Source: an optimization exercise on an open RTL-to-GDS flow (aim: small area). Production flows keep margins and buffers that such runs may drop.
Power and IR drop assume default switching activity.

==> 10-25 <==
==> flow/design.v <==
`timescale 1ns / 1ps
module fir_stage #(parameter DWIDTH = 16)
(
	input clk, 
	input rstn, 
	input signed [DWIDTH-1:0] i_data,
	input signed [DWIDTH-1:0] coeff,
	input signed [(2*DWIDTH)-1:0] i_accdata,
	output signed [DWIDTH-1:0]     o_data,
	output signed [(2*DWIDTH)-1:0] o_accdata
);
reg signed [DWIDTH-1:0]     xin_d;		 
reg signed [DWIDTH-1:0]     xin_dd;		 
reg signed [(2*DWIDTH)-1:0] a_data;    
always @(posedge clk) begin
	if (!rstn) begin
		xin_d  <= {DWIDTH{1'b0}};
		xin_dd <= {DWIDTH{1'b0}};
		a_data <= {2*DWIDTH{1'b0}};
	end else begin
		xin_d  <= i_data;
		xin_dd <= xin_d;
		a_data <= i_accdata + (i_data * coeff);
	end
end
assign o_accdata = a_data;
assign o_data    = xin_dd;
endmodule
`timescale 1ns / 1ps
module fir #(parameter DWIDTH = 16)
(
  input clk,
  input rstn,
	input signed [DWIDTH-1:0] i_data,
	output signed [(2*DWIDTH)-1:0] o_data
 );
localparam NUM_TAPS = 15;
wire signed [DWIDTH-1:0] taps[0:NUM_TAPS-1];
wire signed [DWIDTH-1:0] stage_data[0:NUM_TAPS];
wire signed [(2*DWIDTH)-1:0] stage_accdata[0:NUM_TAPS];
assign stage_data[0]    = i_data;
assign stage_accdata[0] = {2*DWIDTH{1'b0}};
assign taps[0]  = 16'hFC9C;   
assign taps[1]  = 16'h0000;   
assign taps[2]  = 16'h05A5;   
assign taps[3]  = 16'h0000;   
assign taps[4]  = 16'hF40C;   
assign taps[5]  = 16'h0000;   
assign taps[6]  = 16'h282D;   
assign taps[7]  = 16'h4000;   
assign taps[8]  = 16'h282D;   
assign taps[9]  = 16'h0000;   
assign taps[10] = 16'hF40C;   
assign taps[11] = 16'h0000;   
assign taps[12] = 16'h05A5;   
assign taps[13] = 16'h0000;   
assign taps[14] = 16'hFC9C;   
genvar i;
generate 
	for (i = 0; i < NUM_TAPS; i = i+1) begin  : stage
		fir_stage #(.DWIDTH(DWIDTH)) u_fir_stage
		(
			.clk       (clk),
			.rstn      (rstn),
			.i_data    (stage_data[i]),
			.coeff     (taps[i]),
			.i_accdata (stage_accdata[i]),
			.o_data    (stage_data[i+1]),
			.o_accdata (stage_accdata[i+1])
		);
	end
endgenerate
assign o_data = stage_accdata[NUM_TAPS];
endmodule
==> flow/run.sh <==
#!/bin/bash
# synth_recipe.tcl (not shown) runs the flow's synth.tcl, then flattens the netlist and writes it again
# the make line also repeats each setting of config.mk as NAME=value (left out here)
make -C /OpenROAD-flow-scripts/flow DESIGN_CONFIG=/design/flow/config.mk WORK_HOME=/design/flow/orfs CLKGATE_MAP_FILE= SYNTH_SCRIPT=/design/flow/synth_recipe.tcl finish
==> flow/config.mk <==
export PLATFORM = sky130hd
export DESIGN_NAME = fir
export DESIGN_NICKNAME = fir
export VERILOG_FILES = /design/flow/design.v
export SDC_FILE = /design/flow/constraint.sdc
export NUM_CORES = 4
export LEC_CHECK = 0
export CAP_MARGIN = 20
export CORE_MARGIN = 2
export CORE_UTILIZATION = 40
export SLEW_MARGIN = 20
==> flow/constraint.sdc <==
create_clock -name core_clock -period 8.0 [get_ports {clk}]
set_input_delay 1.6000 -clock core_clock [delete_from_list [all_inputs] [get_ports {clk}]]
set_output_delay 1.6000 -clock core_clock [all_outputs]
set_load 0.01 [all_outputs]
==> 04-03 (differences from 10-25) <==
==> flow/design.v, changed modules only <==
module fir #(parameter DWIDTH = 16)
(
  input clk,
  input rstn,
  input signed [DWIDTH-1:0] i_data,
  output signed [(2*DWIDTH)-1:0] o_data
);
reg signed [DWIDTH-1:0] d [0:27];
reg [4:0] cnt;                   
reg signed [(2*DWIDTH)-1:0] acc;
integer m;
always @(posedge clk) begin
  d[0] <= i_data;
  for (m = 1; m < 28; m = m + 1) d[m] <= d[m-1];
end
always @(posedge clk) begin
  if (!rstn)          cnt <= 5'd0;
  else if (cnt != 28) cnt <= cnt + 5'd1;
end
wire signed [DWIDTH-1:0] t [0:14];
genvar g;
generate
  for (g = 0; g < 15; g = g + 1) begin : taps
    assign t[g] = (rstn && cnt >= 14 + g) ? d[13+g] : {DWIDTH{1'b0}};
  end
endgenerate
wire signed [DWIDTH:0] p0 = t[0]  + t[14];
wire signed [DWIDTH:0] p2 = t[2]  + t[12];
wire signed [DWIDTH:0] p4 = t[4]  + t[10];
wire signed [DWIDTH:0] p6 = t[6]  + t[8];
wire signed [DWIDTH-1:0] c7 = t[7];
wire signed [31:0] q0 = p0, q2 = p2, q4 = p4, q6 = p6, q7 = c7;
wire signed [31:0] sum = -(q0<<10) + (q0<<7) + (q0<<5) - (q0<<2)
                       + (q2<<11) - (q2<<9) - (q2<<7) + (q2<<5) + (q2<<2) + q2
                       - (q4<<12) + (q4<<10) + (q4<<4) - (q4<<2)
                       + (q6<<13) + (q6<<11) + (q6<<6) - (q6<<4) - (q6<<2) + q6
                       + (q7<<14);
always @(posedge clk) acc <= sum;
assign o_data = acc;
endmodule
// module fir_stage removed
==> comparison table <==
quantity	04-03	10-25
Number of instances in the placed design	3388	8077
Cell-internal power	3.97 mW	7.91 mW
Horiz. Die Dim	254 µm	390 µm
Flop2flop setup slack	-1.22 ns	0.64 ns
Unrepaired setup endpoints after global routing	true	false
Combinational power share	1.6%	11.3%
Top fanout value on the critical path	3	7
Largest net degree at the start of global routing	20	245
#FFs+latches synth	485	904
Post-Route Utilization	53.8%	44.4%
Vias per std cell	4.44	4.82
Number of flip-flops under the largest register name	448	459
PD cells	152 mW/mm²	161 mW/mm²
Sequential-to-total area share from yosys stat	38.8%	30.3%
Final critical-path required period	9.74 ns	7.36 ns
Proportion of cell area occupied by multi-input gates	44.4%	57.3%
Post-route standard cell area excluding fillers	0.0332 mm²	0.0656 mm²
Number of inserted diodes	0	2
Amount of wire on met3 after detailed routing	2260 µm	3380 µm
Worst path setup slack after routing	-1.74 ns	0.635 ns
Status	failed layout checks	complete, no violations
Reasons for failing layout checks	setup timing	-
No functional check of the RTL was part of any run of this note.

## separate check: timing with driven ports
The flow's constraints put no driver on any port. The routed layouts listed below were extracted and timed again, unchanged, in two steps.
Step 1: set_driving_cell puts a clkbuf_16 on clk and a buf_2 on each other input, an assumption about the parent block.
Step 2 also shifts input and output timing later by t, the mid clock arrival at the registers, as if the neighbouring blocks saw the same clock.
Three values: ideal ports, drivers, drivers and shift; two values: the first two.
| run | t (ns) | slack for setup (ns) | worst setup path after step 2 | clock arrival spread, ns | cell pins on the clock port's net |
|---|---|---|---|---|---|
| 10-25 | 0.760 | 0.635 / 0.635 / 0.635 | register to register | 0.043 / 0.043 | 1 |
| 04-03 | 0.645 | -1.743 / -1.741 / -2.386 | input to register | 0.051 / 0.051 | 1 |
For 04-03, which loses most, drivers alone change the setup slack by +0.002 ns; drivers and shift together by -0.643 ns.
